From an optimization exercise on the open Yosys and OpenROAD flow, aimed at a short achievable clock period and few clock cycles; shortcuts taken in it are not production practice. At most, simulation tests tie the RTL to the original design; equivalence was not proved. Only the layout flow was run in run 1; the RTL was not checked for function there. Power is estimated from default activity; no workload was simulated.

==> flow/design.v <==
`timescale 1ns / 1ps
module riscv_cpu(clk, rst, imem_addr, imem_data, mem_addr, mem_wdata, mem_we, mem_rdata);
   input clk;
   input rst;
   output [31:0] imem_addr;
   input [31:0] imem_data;
   output [31:0] mem_addr;
   output [7:0] mem_wdata;
   output mem_we;
   input [7:0] mem_rdata;
   localparam QD = 4;    
   localparam QW = 2;    
   reg [31:0] pc_f;
   reg [31:0] ir;
   reg [31:0] pc_e;
   reg v_e;
   assign imem_addr = pc_f;
   wire [6:0] opc = ir[6:0];
   wire [2:0] f3 = ir[14:12];
   wire [6:0] f7 = ir[31:25];
   wire [4:0] rd = ir[11:7];
   wire [4:0] rs1 = ir[19:15];
   wire [4:0] rs2 = ir[24:20];
   wire is_lui   = (opc == 7'b0110111);
   wire is_auipc = (opc == 7'b0010111);
   wire is_jal   = (opc == 7'b1101111);
   wire is_jalr  = (opc == 7'b1100111);
   wire is_br    = (opc == 7'b1100011);
   wire is_ld    = (opc == 7'b0000011);
   wire is_st    = (opc == 7'b0100011);
   wire is_opi   = (opc == 7'b0010011);
   wire is_op    = (opc == 7'b0110011);
   wire [31:0] imm_i = {{20{ir[31]}}, ir[31:20]};
   wire [31:0] imm_s = {{20{ir[31]}}, ir[31:25], ir[11:7]};
   wire [31:0] imm_b = {{19{ir[31]}}, ir[31], ir[7], ir[30:25], ir[11:8], 1'b0};
   wire [31:0] imm_u = {ir[31:12], 12'b0};
   wire [31:0] imm_j = {{11{ir[31]}}, ir[31], ir[19:12], ir[20], ir[30:21], 1'b0};
   wire uses_rs1 = !(is_lui | is_auipc | is_jal);
   wire uses_rs2 = is_op | is_br | is_st;
   wire wr_alu   = is_lui | is_auipc | is_jal | is_jalr | is_opi | is_op;
   wire wr_rd    = (wr_alu | is_ld) & (rd != 5'd0);
   wire is_mem   = is_ld | is_st;
   wire [1023:0] rff;
   wire        we1, we2;
   wire [4:0]  wa1, wa2;
   wire [31:0] wd1, wd2;
   assign rff[31:0] = 32'd0;
   genvar g;
   generate
      for (g = 1; g < 32; g = g + 1) begin : R
         reg [31:0] q;
         always @(posedge clk) begin
            if (rst)
               q <= 32'd0;
            else if (we1 && wa1 == g)
               q <= wd1;
            else if (we2 && wa2 == g)
               q <= wd2;
         end
         assign rff[g*32 +: 32] = q;
      end
   endgenerate
   wire [31:0] a = rff[rs1*32 +: 32];
   wire [31:0] b = rff[rs2*32 +: 32];
   reg [31:1] busy;
   wire [31:0] busy0 = {busy, 1'b0};
   reg [QW:0] q_cnt;
   wire q_full = (q_cnt == QD);
   wire stall = v_e & ((uses_rs1 & busy0[rs1]) | (uses_rs2 & busy0[rs2]) |
                       (wr_rd & busy0[rd]) | (is_mem & q_full));
   wire go = v_e & !stall;
   wire [31:0] opb = is_op ? b : imm_i;
   wire sub = is_op & (f7 == 7'b0100000);
   wire [31:0] sum = sub ? (a - opb) : (a + opb);
   wire lt  = ($signed(a) < $signed(opb));
   wire ltu = (a < opb);
   wire big = |opb[31:5];
   wire [31:0] shl = big ? 32'd0 : (a << opb[4:0]);
   wire [31:0] shr = big ? 32'd0 : (a >> opb[4:0]);
   reg [31:0] alu;
   always @(*) begin
      case (f3)
         3'b000: alu = sum;
         3'b001: alu = shl;
         3'b010: alu = {31'd0, lt};
         3'b011: alu = {31'd0, ltu};
         3'b100: alu = a ^ opb;
         3'b101: alu = shr;
         3'b110: alu = a | opb;
         default: alu = a & opb;
      endcase
   end
   wire [31:0] pc4 = pc_e + 32'd4;
   reg [31:0] res;
   always @(*) begin
      if (is_lui)
         res = imm_u;
      else if (is_auipc)
         res = pc_e + imm_u;
      else if (is_jal | is_jalr)
         res = pc4;
      else
         res = alu;
   end
   assign we1 = go & wr_alu & (rd != 5'd0);
   assign wa1 = rd;
   assign wd1 = res;
   wire beq  = (a == b);
   wire blt  = ($signed(a) < $signed(b));
   wire bltu = (a < b);
   reg cond;
   always @(*) begin
      case (f3)
         3'b000: cond = beq;
         3'b001: cond = !beq;
         3'b100: cond = blt;
         3'b101: cond = !blt;
         3'b110: cond = bltu;
         3'b111: cond = !bltu;
         default: cond = 1'b0;
      endcase
   end
   wire taken = go & (is_jal | is_jalr | (is_br & cond));
   wire [31:0] jalr_off = imm_i + 32'd4;
   wire [31:0] target = is_jalr ? (a + jalr_off) : (pc_e + (is_jal ? imm_j : imm_b));
   always @(posedge clk) begin
      if (rst) begin
         pc_f <= 32'd4;
         v_e <= 1'b0;
      end else if (!stall) begin
         ir <= imem_data;
         pc_e <= pc_f;
         v_e <= !taken;
         pc_f <= taken ? target : (pc_f + 32'd4);
      end
   end
   wire [1:0] m_cnt = (f3[1:0] == 2'b00) ? 2'd0 : (f3[1:0] == 2'b01) ? 2'd1 : 2'd3;
   wire m_sg = !((f3 == 3'b100) | (f3 == 3'b101));
   wire [31:0] m_addr = a + (is_st ? imm_s : imm_i);
   wire mem_go = go & is_mem;
   reg        q_st   [0:QD-1];
   reg [1:0]  q_cn   [0:QD-1];
   reg        q_sg   [0:QD-1];
   reg [4:0]  q_rd   [0:QD-1];
   reg [31:0] q_ad   [0:QD-1];
   reg [31:0] q_da   [0:QD-1];
   reg [QW-1:0] q_hd, q_tl;
   reg        eb;         
   reg        e_st;
   reg [1:0]  e_cnt;      
   reg [1:0]  e_sz;
   reg [1:0]  e_idx;
   reg        e_sg;
   reg [4:0]  e_rd;
   reg [31:0] maddr;
   reg [31:0] wsh;
   reg        mwe;
   assign mem_addr = maddr;
   assign mem_wdata = wsh[7:0];
   assign mem_we = mwe;
   wire e_free = !eb | (e_cnt == 2'd0);
   wire take_q = e_free & (q_cnt != 0);
   wire take_d = e_free & (q_cnt == 0) & mem_go;
   wire push = mem_go & !take_d;
   always @(posedge clk) begin
      if (push) begin
         q_st[q_tl] <= is_st;
         q_cn[q_tl] <= m_cnt;
         q_sg[q_tl] <= m_sg;
         q_rd[q_tl] <= rd;
         q_ad[q_tl] <= m_addr;
         q_da[q_tl] <= b;
      end
   end
   always @(posedge clk) begin
      if (rst) begin
         q_cnt <= 0;
         q_hd <= 0;
         q_tl <= 0;
      end else begin
         if (push) q_tl <= q_tl + 1'b1;
         if (take_q) q_hd <= q_hd + 1'b1;
         q_cnt <= q_cnt + push - take_q;
      end
   end
   always @(posedge clk) begin
      if (rst) begin
         eb <= 1'b0;
         mwe <= 1'b0;
      end else if (take_q) begin
         eb <= 1'b1;
         e_st <= q_st[q_hd];
         mwe <= q_st[q_hd];
         e_cnt <= q_cn[q_hd];
         e_sz <= q_cn[q_hd];
         e_idx <= 2'd0;
         e_sg <= q_sg[q_hd];
         e_rd <= q_rd[q_hd];
         maddr <= q_ad[q_hd];
         wsh <= q_da[q_hd];
      end else if (take_d) begin
         eb <= 1'b1;
         e_st <= is_st;
         mwe <= is_st;
         e_cnt <= m_cnt;
         e_sz <= m_cnt;
         e_idx <= 2'd0;
         e_sg <= m_sg;
         e_rd <= rd;
         maddr <= m_addr;
         wsh <= b;
      end else if (eb & (e_cnt != 2'd0)) begin
         e_cnt <= e_cnt - 1'b1;
         e_idx <= e_idx + 1'b1;
         maddr <= maddr + 32'd1;
         wsh <= {8'd0, wsh[31:8]};
      end else begin
         eb <= 1'b0;
         mwe <= 1'b0;
      end
   end
   reg       rcv_v, rcv_last, rcv_sg;
   reg [1:0] rcv_idx, rcv_sz;
   reg [4:0] rcv_rd;
   reg [7:0] lb0, lb1, lb2, lb3;
   reg       wb_v, wb_sg;
   reg [1:0] wb_sz;
   reg [4:0] wb_rd;
   always @(posedge clk) begin
      if (rst) begin
         rcv_v <= 1'b0;
         wb_v <= 1'b0;
      end else begin
         rcv_v <= eb & !e_st;
         rcv_last <= (e_cnt == 2'd0);
         rcv_idx <= e_idx;
         rcv_sz <= e_sz;
         rcv_sg <= e_sg;
         rcv_rd <= e_rd;
         wb_v <= rcv_v & rcv_last;
         wb_sz <= rcv_sz;
         wb_sg <= rcv_sg;
         wb_rd <= rcv_rd;
      end
      if (rcv_v) begin
         case (rcv_idx)
            2'd0: lb0 <= mem_rdata;
            2'd1: lb1 <= mem_rdata;
            2'd2: lb2 <= mem_rdata;
            default: lb3 <= mem_rdata;
         endcase
      end
   end
   assign we2 = wb_v & (wb_rd != 5'd0);
   assign wa2 = wb_rd;
   assign wd2 = (wb_sz == 2'd0) ? {{24{wb_sg & lb0[7]}}, lb0} :
                (wb_sz == 2'd1) ? {{16{wb_sg & lb1[7]}}, lb1, lb0} :
                {lb3, lb2, lb1, lb0};
   integer k;
   always @(posedge clk) begin
      if (rst)
         busy <= 31'd0;
      else begin
         for (k = 1; k < 32; k = k + 1) begin
            if (mem_go & is_ld & (rd == k))
               busy[k] <= 1'b1;
            else if (wb_v & (wb_rd == k))
               busy[k] <= 1'b0;
         end
      end
   end
endmodule
==> flow/run.sh <==
#!/bin/bash
# synth_recipe.tcl (not shown) runs the flow's synth.tcl, then flattens the netlist and writes it again
# the make line also repeats each setting of config.mk as NAME=value (left out here)
make -C /OpenROAD-flow-scripts/flow DESIGN_CONFIG=/design/flow/config.mk WORK_HOME=/design/flow/orfs CLKGATE_MAP_FILE= SYNTH_SCRIPT=/design/flow/synth_recipe.tcl finish
==> flow/config.mk <==
export PLATFORM = sky130hd
export DESIGN_NAME = riscv_cpu
export DESIGN_NICKNAME = riscv_cpu
export VERILOG_FILES = /design/flow/design.v
export SDC_FILE = /design/flow/constraint.sdc
export NUM_CORES = 4
export LEC_CHECK = 0
export CAP_MARGIN = 20
export CORE_MARGIN = 2
export CORE_UTILIZATION = 30
export PLACE_DENSITY = 0.5
export SLEW_MARGIN = 20
==> flow/constraint.sdc <==
create_clock -name core_clock -period 22.0 [get_ports {clk}]
set_input_delay 4.4000 -clock core_clock [delete_from_list [all_inputs] [get_ports {clk}]]
set_output_delay 4.4000 -clock core_clock [all_outputs]
set_load 0.01 [all_outputs]
==> impl_results.md, run 1 <==
- Status: timing/DRC/antenna clean
- Initial Util: 0.3012
- Largest net degree at the start of global routing: 170
- CTS Sinks: 1553
- Worst IR Drop VDD: 0.06986 mV
- Crit Path Category: flip-flop to flip-flop
- Most common cell in the synthesized netlist: nand2_1
- Post-synthesis sequential area ratio: 0.3581
- Row count: 212
- RSZ-0062 raised after global routing: false
- Post-synth EDFFs: 484
- CTS root buffer: clkbuf_16
- Compound-cell area share of the yosys netlist: 0.2358
- Layout Nets: 11116
- Period minus WS final: 10310 ps
- Max-cap violations: 0
- Post-route setup slack: 11690 ps
- Core area: 333200 µm²
- WL/cell: 34.18 µm
- Post-CTS setup buffer count: 0
- Vias/cell: 6.436
- Worst Hold Endpoint: rcv_sz[0]
- Hold depth: 0
- Min-Delay Path Class: flip-flop to flip-flop
- Slew HR: 0.05559
- CTS tree: yes
- Slew Viols, Final: 0
- Critical Path AT: 11030 ps
- Vias in the first global route: 92323
- Hold Vio Cnt, Final: 0
- Final hold slack: 409.3 ps
- Place WS: 12230 ps
- Synth cell types: 106
- Flops & latches, synth: 1553
- Worst skew pair latency: 920 ps
- First-pass GRT wire length: 726700 µm
- Setup tns final: 0 ps
- Critical Path RT: 22720 ps
- Reg-to-reg endpoint: R[25].q[30]
- Drt pass-1 iters: 6
- Pwr dens: 74.07 nW/µm²
- Total CTS buffers: 190
- Worst-path fanout max: 77
- Number of I/O pins: 115
- Residual DRC: 0
- Clk slew on worst S/H paths: 70 ps
- Synthesized area per cell: 8.907 µm²
- Routed via count: 98918
- Gpl congestion: 1.017
- Placed cell area: 105700 µm²
- Cell taking the most area after synthesis: dfxtp_1
- Core Util, Final: 0.3361
- Die W: 582.3 µm
- R2R cell count: 22
- RR Startpoint: ir[15]
- Final period util: 0.4687
- Largest family of logic cells by synthesized area: compound AO/OA/AOI/OAI gates
- Worst-margin pin slew: 1412 ps
- Synth Flop Type: dfxtp_1
- Worst setup EP type: flip-flop
- # setup viols final: 0
- PostCTS Resize Cnt: 0
- Area contributors post-synth: dfxtp_1 21%, edfxtp_1 14%, mux4_2 9.7%
- WL final: 525300 µm
- Post-route ant nets: 0
- Pleak: 37.75 nW
- Max clock buf depth: 4
- GRT Util Overall: 0.2965
- HP Start: e_sz[0]
- Number of port buffers: 114
- Die Height: 582.3 µm
- Post-synthesis adder-cell area fraction: 0.03205
- Syn_nets: 11562
- Simple-gate share of the synthesized area: 0.1583
- H-tree levels: 4
- Gate Count Post-Synth: 11266
- Fraction of layout cells with a size suffix above 1: 0.1355
- Clock Skew: 99.14 ps
- CP startpoint: ir[15]
- Final Cell Area: 112000 µm²
- Worst reg2reg setup slack: 11690 ps
- CP Launch Type: flip-flop
- Yosys warns: 1
- Post-DP HPWL: 354700 µm
- Area growth syn-to-layout: 11.58%
- Overflow after GRT: 0
- Post-synth ARST share: 0
- Die ar.: 339100 µm²
- Post-synthesis mux area share: 0.1394
- Dpl cells: 15012
- Post-synth top cells: 1519 x nand2_1, 1076 x nor2_1, 1069 x dfxtp_1
- Top-area cell type share of the netlist area: 0.2133
- Number of antenna violations at the first check in global routing: 33
- Xor/xnor cell area share of the yosys netlist: 0.01545
- Iteration-0 DRC Markers: 14207
- Max Clock Freq: 96.99 MHz
- Synthesized cell area: 100300 µm²
- Post-Layout Cell Count: 15369
- Hold buffer count at cts: 0
- Design Power: 8.293 mW
report_power, final:
group          total (mW)  leakage, nW  internal [mW]  switching [mW]
combinational        1.84         21.7          0.578            1.27
clock                3.20         2.98           1.84            1.37
sequential           3.25         13.1           3.12           0.124
layout by cell type (no fill, tap or decap), drive strengths merged, types with 106 or more instances in the layout:
| cell | synthesis | routed |
|---|---|---|
| nand2 | 1520 | 1520 |
| nor2 | 1088 | 1088 |
| dfxtp | 1069 | 1069 |
| a21oi | 715 | 715 |
| o21ai | 547 | 547 |
| edfxtp | 484 | 484 |
| mux4 | 431 | 431 |
| buf | 397 | 415 |
| a211oi | 341 | 341 |
| o211ai | 325 | 325 |
| mux2i | 294 | 294 |
| nand3 | 266 | 266 |
| clkbuf | 769 | 258 |
| ha | 249 | 249 |
| a22oi | 217 | 217 |
| o22ai | 213 | 213 |
| inv | 189 | 195 |
| and3 | 193 | 193 |
| o2111ai | 165 | 165 |
| nor3 | 132 | 132 |
| a21o | 127 | 127 |
| mux2 | 119 | 119 |
| xnor2 | 114 | 114 |
| clkdlybuf4s50 | 0 | 113 |
| o31ai | 108 | 108 |
| a311oi | 106 | 106 |
final cells by class:
cell class | count | area, µm²
Inverter | 192 | 728.2
Tap cell | 4387 | 5489
Fill cell | 34045 | 221200
Antenna cell | 18 | 45.04
Sequential cell | 1553 | 35940
Clock buffer | 258 | 5313
Clock inverter | 78 | 778.2
Multi-Input combinational cell | 8355 | 59220
Timing Repair Buffer | 528 | 4447
cell families (layout without fill, tap and decap cells):
kind of cell	after synthesis	after routing
xor+xnor	177	177
fa+ha+maj	254	254
simple gates	3606	3606
mux	844	844
compound gates	3474	3474
other cells	0	18
buf+inv	1358	1056
flops	1553	1553
per-layer routing:
metal  global-route usage  wire length (µm)  up-vias
li1                     -                 -    41631
met1               0.3727            200600    48981
met2               0.4477            226700     6719
met3              0.07892             58560     1565
met4               0.1917             39290       22
met5                    0               150        -
critical path: stages, from the launching register on:
cell,delay [ps]
edfxtp_1,380
buf_12,350
buf_12,580
buf_4,610
buf_4,790
mux4_2,590
a22oi_1,550
o31ai_1,210
nor2_2,680
inv_1,570
ha_1,480
nor2_1,80
a221o_1,340
a41oi_2,370
o21ai_0,290
o22ai_1,470
o21ai_0,260
a311oi_1,370
mux2i_1,260
nand4_1,140
nor3b_2,730
buf_4,570
o32ai_1,150
state kept, by name (all words and copies together), names as in the netlist, 3 cells and up, named ones only:
register  count
R.q         992
busy         31
e_rd          5
ir           32
lb0           8
lb1           8
lb2           8
lb3           8
maddr        32
pc_e         32
pc_f         32
q_ad        128
q_cn          8
q_cnt         3
q_da        128
q_rd         20
q_sg          4
q_st          4
rcv_rd        5
wb_rd         5
wsh          32
worst max path at each step:
stage,endpoint,slack [ps],depth (start not counted)
after floorplan,e_cnt[0],13240,6
after global placement,R[13].q[30],11820,22
after detailed placement,R[13].q[30],12230,22
after CTS,R[17].q[30],12200,22
after global routing,R[26].q[30],11690,22
final,R[25].q[30],11690,22
==> run 2: changes to the inputs <==
--- a/flow/design.v
+++ b/flow/design.v
@@ -72,7 +72,7 @@
    wire [31:0] opb = is_op ? b : imm_i;
    wire sub = is_op & (f7 == 7'b0100000);
    wire [31:0] sum = sub ? (a - opb) : (a + opb);
-   wire lt  = ($signed(a) < $signed(opb));
+   wire lt  = ({~a[31], a[30:0]} < {~opb[31], opb[30:0]});
    wire ltu = (a < opb);
    wire big = |opb[31:5];
    wire [31:0] shl = big ? 32'd0 : (a << opb[4:0]);
@@ -106,7 +106,7 @@
    assign wa1 = rd;
    assign wd1 = res;
    wire beq  = (a == b);
-   wire blt  = ($signed(a) < $signed(b));
+   wire blt  = ({~a[31], a[30:0]} < {~b[31], b[30:0]});
    wire bltu = (a < b);
    reg cond;
    always @(*) begin
==> run 2 against run 1 <==
Effect of this change:
- register-to-register slack improved by 420 ps
- worst setup slack gained 420 ps
- wire length increased by 0.70%
- highest routed layer unchanged
- critical path depth unchanged
- non-clock buffer count is 8 higher
==> impl_results.md, run 2 <==
- Drt pass-1 iters: 8 (+2)
- Number of I/O pins: 115 (unchanged)
- Max Clock Freq: 101.1 MHz (+4.3%)
- WL/cell: 34.30 µm (+0.34%)
- Post-synth top cells: 1323 x nand2_1, 1086 x nor2_1, 1069 x dfxtp_1
- Iteration-0 DRC Markers: 13528 (-4.8%)
- Critical Path RT: 22690 ps (-30 ps)
- Max clock buf depth: 4 (unchanged)
- Status: timing/DRC/antenna clean
- Max-cap violations: 0 (unchanged)
- CP Launch Type: flip-flop
- Residual DRC: 0 (unchanged)
- Flops & latches, synth: 1553 (unchanged)
- Crit Path Category: flip-flop to flip-flop
- Top reg by flops: R.q
- Layout Nets: 11159 (+0.39%)
- Most common cell after layout, fill and taps aside: nand2_1
- Syn_nets: 11574 (+0.10%)
- Period minus WS final: 9890 ps (-420.4 ps)
- Die Height: 583.0 µm (+0.11%)
- H-tree levels: 4 (unchanged)
- Die ar.: 339900 µm² (+0.22%)
- Post-synth ARST share: 0 (unchanged)
- Worst-path fanout max: 41 (-47%)
- Post-Layout Cell Count: 15425 (+0.36%)
- Max FFs per register: 992 (unchanged)
- Gpl congestion: 1.023 (+0.59%)
- Worst IR Drop VDD: 0.07421 mV (+6.2%)
- Commonest non-fill, non-tap cells in the layout: 1317 x nand2_1, 1067 x dfxtp_1, 1021 x nor2_1, 779 x a21oi_1, 484 x edfxtp_1
- Row count: 212 (unchanged)
- Largest net degree at the start of global routing: 185 (+8.8%)
- Final period util: 0.4495 (-0.01911)
- Top-area cell type share of the netlist area: 0.2128 (-0.0004802)
- Slew Viols, Final: 0 (unchanged)
- Clk slew on worst S/H paths: 60 ps (about the same)
- Clock Skew: 89.77 ps (-9.370 ps)
- Pleak: 39.16 nW (+3.7%)
- Vias/cell: 6.478 (+0.64%)
- Place WS: 12740 ps (+518.8 ps)
- CTS tree: yes
- Synthesized cell area: 100600 µm² (+0.23%)
- Cell taking the most area after synthesis: dfxtp_1
- CP startpoint: ir[16]
- Number of port buffers: 114 (unchanged)
- CTS root buffer: clkbuf_16
- Core area: 333700 µm² (+0.16%)
- Hold buffer count at cts: 0 (unchanged)
- HP Start: e_sz[1]
- Routed via count: 99916 (+1.0%)
- Post-synthesis sequential area ratio: 0.3573 (-0.0008064)
- Post-CTS setup buffer count: 0 (unchanged)
- RSZ-0062 raised after global routing: false
- First-pass GRT wire length: 732700 µm (+0.82%)
- PostCTS Resize Cnt: 0 (unchanged)
- Die W: 583.0 µm (+0.11%)
- Post-route setup slack: 12110 ps (+420.4 ps)
- Most common cell in the synthesized netlist: nand2_1
- Initial Util: 0.3014 (about the same)
- Post-route ant nets: 0 (unchanged)
- Synthesized area per cell: 8.923 µm² (+0.18%)
- Worst-margin pin slew: 1260 ps (-152.5 ps)
- Hold Vio Cnt, Final: 0 (unchanged)
- Synth Flop Type: dfxtp_1
- # fillers: 34006 (-0.11%)
- Vias in the first global route: 93871 (+1.7%)
- # setup viols final: 0 (unchanged)
- Seq. cell area: 35940 µm² (unchanged)
- Post-DP HPWL: 348500 µm (-1.8%)
- Pwr dens: 73.26 nW/µm² (-1.1%)
- Design Power: 8.281 mW (-0.15%)
- Number of antenna violations at the first check in global routing: 28 (-15%)
- WL final: 529000 µm (+0.70%)
- Dpl cells: 15046 (+0.23%)
- Total CTS buffers: 192 (+1.1%)
- Worst setup EP type: flip-flop
- Slew HR: 0.1602 (+0.1046)
- Fraction of layout cells with a size suffix above 1: 0.1373 (+0.001808)
- Overflow after GRT: 0 (unchanged)
- Synth cell types: 105 (-0.94%)
- Area growth syn-to-layout: 12.38%
- Setup tns final: 0 ps (unchanged)
- Min-Delay Path Class: flip-flop to flip-flop
- Gate Count Post-Synth: 11271 (+0.044%)
- RR Startpoint: ir[16]
- Worst skew pair latency: 920 ps (about the same)
- Post-synth EDFFs: 484 (unchanged)
- Area contributors post-synth: dfxtp_1 21%, edfxtp_1 14%, mux4_2 9.0%
- Critical Path AT: 10580 ps (-450 ps)
- Top Registers: R.q (992), q_ad (128), q_da (128)
- Yosys warns: 1 (unchanged)
- CTS Sinks: 1553 (unchanged)
- GRT Util Overall: 0.2980 (+0.001470)
- Area occupied by multi-input gates: 60000 µm² (+1.3%)
[run 2: cell types whose count changed after synthesis, moves of 66 or more]
cell / before / now
a211oi_1: 336 / 232
a21o_1: 127 / 247
a21oi_1: 713 / 799
mux2i_1: 294 / 387
nand2_1: 1519 / 1323
o2111ai_1: 165 / 99
o31ai_1: 107 / 40
[run 2: path summary, 6_finish.rpt]
path	to	slack, ps	cells past startpoint
worst min register to register	rcv_sz[1]	420	0
worst max-delay path	R[13].q[29]	12110	22
worst min-delay path	rcv_sz[1]	420	0
worst max register to register	R[13].q[29]	12110	22
[run 2: cell type report]
class                      instances  share of cell area
multi-input combinational       8374              0.5308
sequential                      1553              0.3180
clock buffer                     281             0.04895
tap                             4387             0.04856
timing repair buffer             536             0.03943
clock inverter                    66            0.006874
inverter                         199            0.006697
antenna                           29           0.0006421
[run 2: cell families after synthesis]
family | count (synthesis) | synth area share
AO/OA/AOI/OAI | 3535 | 0.2421
XOR/XNOR | 187 | 0.01629
adder cells (fa/ha/maj) | 261 | 0.03284
buffers and inverters | 1344 | 0.05717
flip-flops | 1553 | 0.3573
multiplexers | 899 | 0.1406
AND/OR/NAND/NOR | 3492 | 0.1537
[run 2: layer usage]
metal / part of all wire / up-vias / global-route usage
met5: 0.00063 / - / 0
met4: 0.077 / 20 / 0.1989
met3: 0.11 / 1802 / 0.07784
met2: 0.43 / 6775 / 0.4461
met1: 0.38 / 49570 / 0.3762
li1: - / 41749 / -
[run 2: critical path, stage by stage, from the launching register on]
cell and delay [ps]:
edfxtp_1 320, buf_4 510, buf_4 610, buf_4 600
buf_4 700, mux4_2 420, a22oi_1 700, o21ai_0 310
a211oi_1 490, buf_4 310, ha_1 380, nor4b_1 600
a21boi_0 250, o211ai_1 180, a211oi_1 680, o21ai_0 370
a2111oi_0 540, o31ai_1 220, o21ai_0 140, xnor2_1 160
a211oi_4 320, buf_4 440, o32ai_1 170
[run 2: metrics by stage]
stage	hold WS, ps	cell area, µm²	utilization
2_1_floorplan	389.1	100600	-
5_1_grt	439.4	113000	0.3385
6_report	424.3	113000	0.3387
3_5_place_dp	405.9	106500	0.3193
4_1_cts	427.8	112900	0.3382
3_3_place_gp	408.8	106500	0.3192
[run 2: report_power, final]
| part | internal, mW | leakage [nW] | total [mW] | switching (mW) |
|---|---|---|---|---|
| sequential | 3.12 | 13.1 | 3.23 | 0.106 |
| combinational | 0.564 | 23.0 | 1.77 | 1.21 |
| clock | 1.89 | 3.07 | 3.28 | 1.40 |
Testbench counts of run 2, summed over its fixed seeds: cycles 49,607.

## re-timing with driven ports
No port has a modelled driver above. Below, the same layouts with a new extraction and two added sets of constraints.
Step 1: set_driving_cell puts a clkbuf_16 on clk and a buf_2 on each other input, an assumption about the parent block.
Step 2 also shifts input and output timing later by t, the mid clock arrival at the registers, as if the neighbouring blocks saw the same clock.
Three values: ideal ports, drivers, drivers and shift; two values: the first two.
run	t, ns	setup slack, ns	worst setup path after step 2	pins driven straight from the clock port
run 1	0.972	11.690 / 11.690 / 11.690	register to register	1
run 2	0.984	12.110 / 12.110 / 12.110	register to register	1
After both steps every run listed still meets setup and hold.
